This is an optimization exercise on Yosys and OpenROAD, whose aim is small area, a short achievable clock period and few clock cycles, not a production implementation.
In this exercise RTL edits were held to simulation tests only and were not proved equivalent to the original.
No activity file was given, so power comes from the tool's default toggle rates.

== build 57 ==
// y86_pipe
module y86_pipe(input wire clk,
	input wire rst,
	output wire [63:0] imem_addr,
	input wire [79:0] imem_data,
	output wire [63:0] dmem_addr,
	output wire [63:0] dmem_wdata,
	output wire dmem_wen,
	input wire [63:0] dmem_rdata,
	output wire [1:0] stat);
For scale: roughly 1400 flip-flops.
make LEC_CHECK=0 CAP_MARGIN=20 CORE_MARGIN=2 CORE_UTILIZATION=40 PLACE_DENSITY=0.6 SETUP_SLACK_MARGIN=5 SLEW_MARGIN=20 TNS_END_PERCENT=10 finish   # period 9.0 ns
run.sh (not shown) runs the stock make flow with config.mk's settings and CLKGATE_MAP_FILE= SYNTH_SCRIPT=/design/flow/synth_recipe.tcl, a recipe that flattens the netlist after the stock synthesis.
Testbench counts of build 57, summed over its fixed seeds: cycles 20,243.
### build 57 -> build 6
# build 57
export LEC_CHECK = 0
export CAP_MARGIN = 20
export CORE_MARGIN = 2
export CORE_UTILIZATION = 40
export PLACE_DENSITY = 0.6
export SETUP_SLACK_MARGIN = 5
export SLEW_MARGIN = 20
export TNS_END_PERCENT = 10
create_clock -name core_clock -period 9.0 [get_ports {clk}]
# build 6
export LEC_CHECK = 0
export CAP_MARGIN = 20
export CORE_MARGIN = 2
export CORE_UTILIZATION = 55
export PLACE_DENSITY = 0.7
export SETUP_SLACK_MARGIN = 5
export SLEW_MARGIN = 20
export TNS_END_PERCENT = 10
create_clock -name core_clock -period 9.0 [get_ports {clk}]
- NOTE: number of filler cells placed in the layout in build 6 falls short of that of build 57
- Relative to build 57, the maximum frequency of build 6 is lower by 1.1%.
- On post-synthesis to final-layout area growth: between build 6 and build 57, it ends up lower for build 6.
- Build 6 has number of global-route vias before repair above what build 57 had.
- [compare] base=build 57 new=build 6: logic depth of the worst register-to-register path shows an increase of 11, share of the final layout cell area in multi-input gates shows an increase of 0.48 points.
- Compared with build 57, build 6 has less setup slack.
- Delta (build 6 minus build 57): post-detailed-routing wire length shows a reduction of 6.2%; utilization after layout shows an increase of 16 points.
- Build 6 vs build 57: number of cells on the critical path up
- Compared to build 57, build 6 was floorplanned on a smaller die.
Relative to build 6, the following input files were edited for build 77:
==> flow/flow/run.sh (new file) <==
#!/bin/bash
# Layout flow: the standard layout (standard.sh, from synthesis to the
# routed layout, unchanged), except that the port buffers are
# sky130_fd_sc_hd__buf_4 cells. Left to itself the placement step buffers the
# ports with a delay cell (clkdlybuf4s50_1), which the timing repair may only
# swap for other delay cells, so every path from an input or to an output
# carries about half a nanosecond of needless delay.
set -euo pipefail
export BUFFER_PORTS_ARGS="-buffer_cell sky130_fd_sc_hd__buf_4"
bash standard.sh finish > standard_flow.log 2>&1
==> flow/standard.sh (new file) <==
#!/bin/bash
# synth_recipe.tcl (not shown) runs the flow's synth.tcl, then flattens the netlist and writes it again
# the make line also repeats each setting of config.mk as NAME=value (left out here)
make -C /OpenROAD-flow-scripts/flow DESIGN_CONFIG=/design/flow/config.mk WORK_HOME=/design/flow/orfs CLKGATE_MAP_FILE= SYNTH_SCRIPT=/design/flow/synth_recipe.tcl "${@:-finish}"
removed: flow/run.sh
[summary]
Sort build 77 and build 6 by utilization, ascending, and build 77 comes first. Share of synthesized area spent on multiplexers: build 77 vs build 6 identical. Compared with build 6, maximum number of pins on one net before global-route repair in build 77 decreased by a few percent. [build 77 vs build 6] worst vdd rail ir drop: higher in build 77. Build 77 has logic depth of the worst setup path including buffers above what build 6 had. Build 77 leaves more setup margin than build 6.


## main
Another version of the RTL of y86_pipe (not shown whole).
Size in the first run: roughly 340 I/O pins, ~0.070 mm2 of cells after synthesis.
// y86_pipe
module y86_pipe(input wire clk,
	input wire rst,
	output wire [63:0] imem_addr,
	input wire [79:0] imem_data,
	output wire [63:0] dmem_addr,
	output wire [63:0] dmem_wdata,
	output wire dmem_wen,
	input wire [63:0] dmem_rdata,
	output wire [1:0] stat);
Settings: LEC_CHECK=0, CAP_MARGIN=20, CORE_MARGIN=2, CORE_UTILIZATION=55, PLACE_DENSITY=0.7, SETUP_SLACK_MARGIN=5, SLEW_MARGIN=20, TNS_END_PERCENT=10; clock period 9.0 ns.
Stock flow here: none of the scripts above is used.
main completed end to end with timing, DRC and antenna clean.
Testbench counts of main, summed over its fixed seeds: cycles 20,243.
Edits applied to the flow inputs when going from main to the feature branch:
==> flow/flow/run.sh (new file) <==
#!/bin/bash
# Layout flow: the standard layout (standard.sh, from synthesis to the
# routed layout, unchanged), except that the port buffers are
# sky130_fd_sc_hd__buf_4 cells. Left to itself the placement step buffers the
# ports with a delay cell (clkdlybuf4s50_1), which the timing repair may only
# swap for other delay cells, so every path from an input or to an output
# carries about half a nanosecond of needless delay.
set -euo pipefail
export BUFFER_PORTS_ARGS="-buffer_cell sky130_fd_sc_hd__buf_4"
bash standard.sh finish > standard_flow.log 2>&1
==> flow/standard.sh (new file) <==
#!/bin/bash
# synth_recipe.tcl (not shown) runs the flow's synth.tcl, then flattens the netlist and writes it again
# the make line also repeats each setting of config.mk as NAME=value (left out here)
make -C /OpenROAD-flow-scripts/flow DESIGN_CONFIG=/design/flow/config.mk WORK_HOME=/design/flow/orfs CLKGATE_MAP_FILE= SYNTH_SCRIPT=/design/flow/synth_recipe.tcl "${@:-finish}"
removed: flow/run.sh
==> run summary <==
The feature branch: part of the cycle the worst path needs 2.2 points below main. Cell area power density essentially unchanged between main and the feature branch. Note that the met1 routed wirelength after detailed routing recorded for the feature branch amounts to 0.921 times the value seen in main. Compared with main, the feature branch shows a lower mean routed wirelength per cell. Summary of the feature branch over main: via count now sits lower; non-clock buffer total of the final layout now sits lower; core utilization of the finished layout now sits lower; post-synthesis adder-cell area fraction now sits at about the same level; power now sits lower.

==> re-timing with driven ports <==
The flow's constraints put no driver on any port. The routed layouts listed below were extracted and timed again, unchanged, in two steps.
Step 1 assumes that a clkbuf_16 drives the clock port and a buf_2 every other input.
Step 2 also shifts input and output timing later by t, the mid clock arrival at the registers, as if the neighbouring blocks saw the same clock.
Slacks: ideal ports / drivers / drivers and shift; pairs: ideal ports / drivers.
| run | t, ns | setup WS [ns] | worst hold slack (ns) | slew at the worst register clock pin (ns) | pins driven straight from the clock port |
|---|---|---|---|---|---|
| build 57 | 0.888 | 4.248 / 4.292 / 3.404 | 0.329 / 0.329 / 0.329 | 0.07 / 0.07 | 1 |
| build 6 | 0.879 | 4.198 / 4.252 / 3.373 | 0.328 / 0.328 / 0.328 | 0.07 / 0.07 | 1 |
| build 77 | 0.867 | 4.297 / 4.312 / 3.474 | 0.329 / 0.329 / 0.329 | 0.07 / 0.07 | 1 |
| main | 0.883 | 4.359 / 4.429 / 3.547 | 0.317 / 0.317 / 0.317 | 0.07 / 0.07 | 1 |
| the feature branch | 0.875 | 4.553 / 4.553 / 3.719 | 0.326 / 0.326 / 0.326 | 0.08 / 0.08 | 1 |
After both steps every run listed still meets setup and hold. For build 57, which loses most, drivers alone change the setup slack by +0.044 ns; drivers and shift together by -0.844 ns.
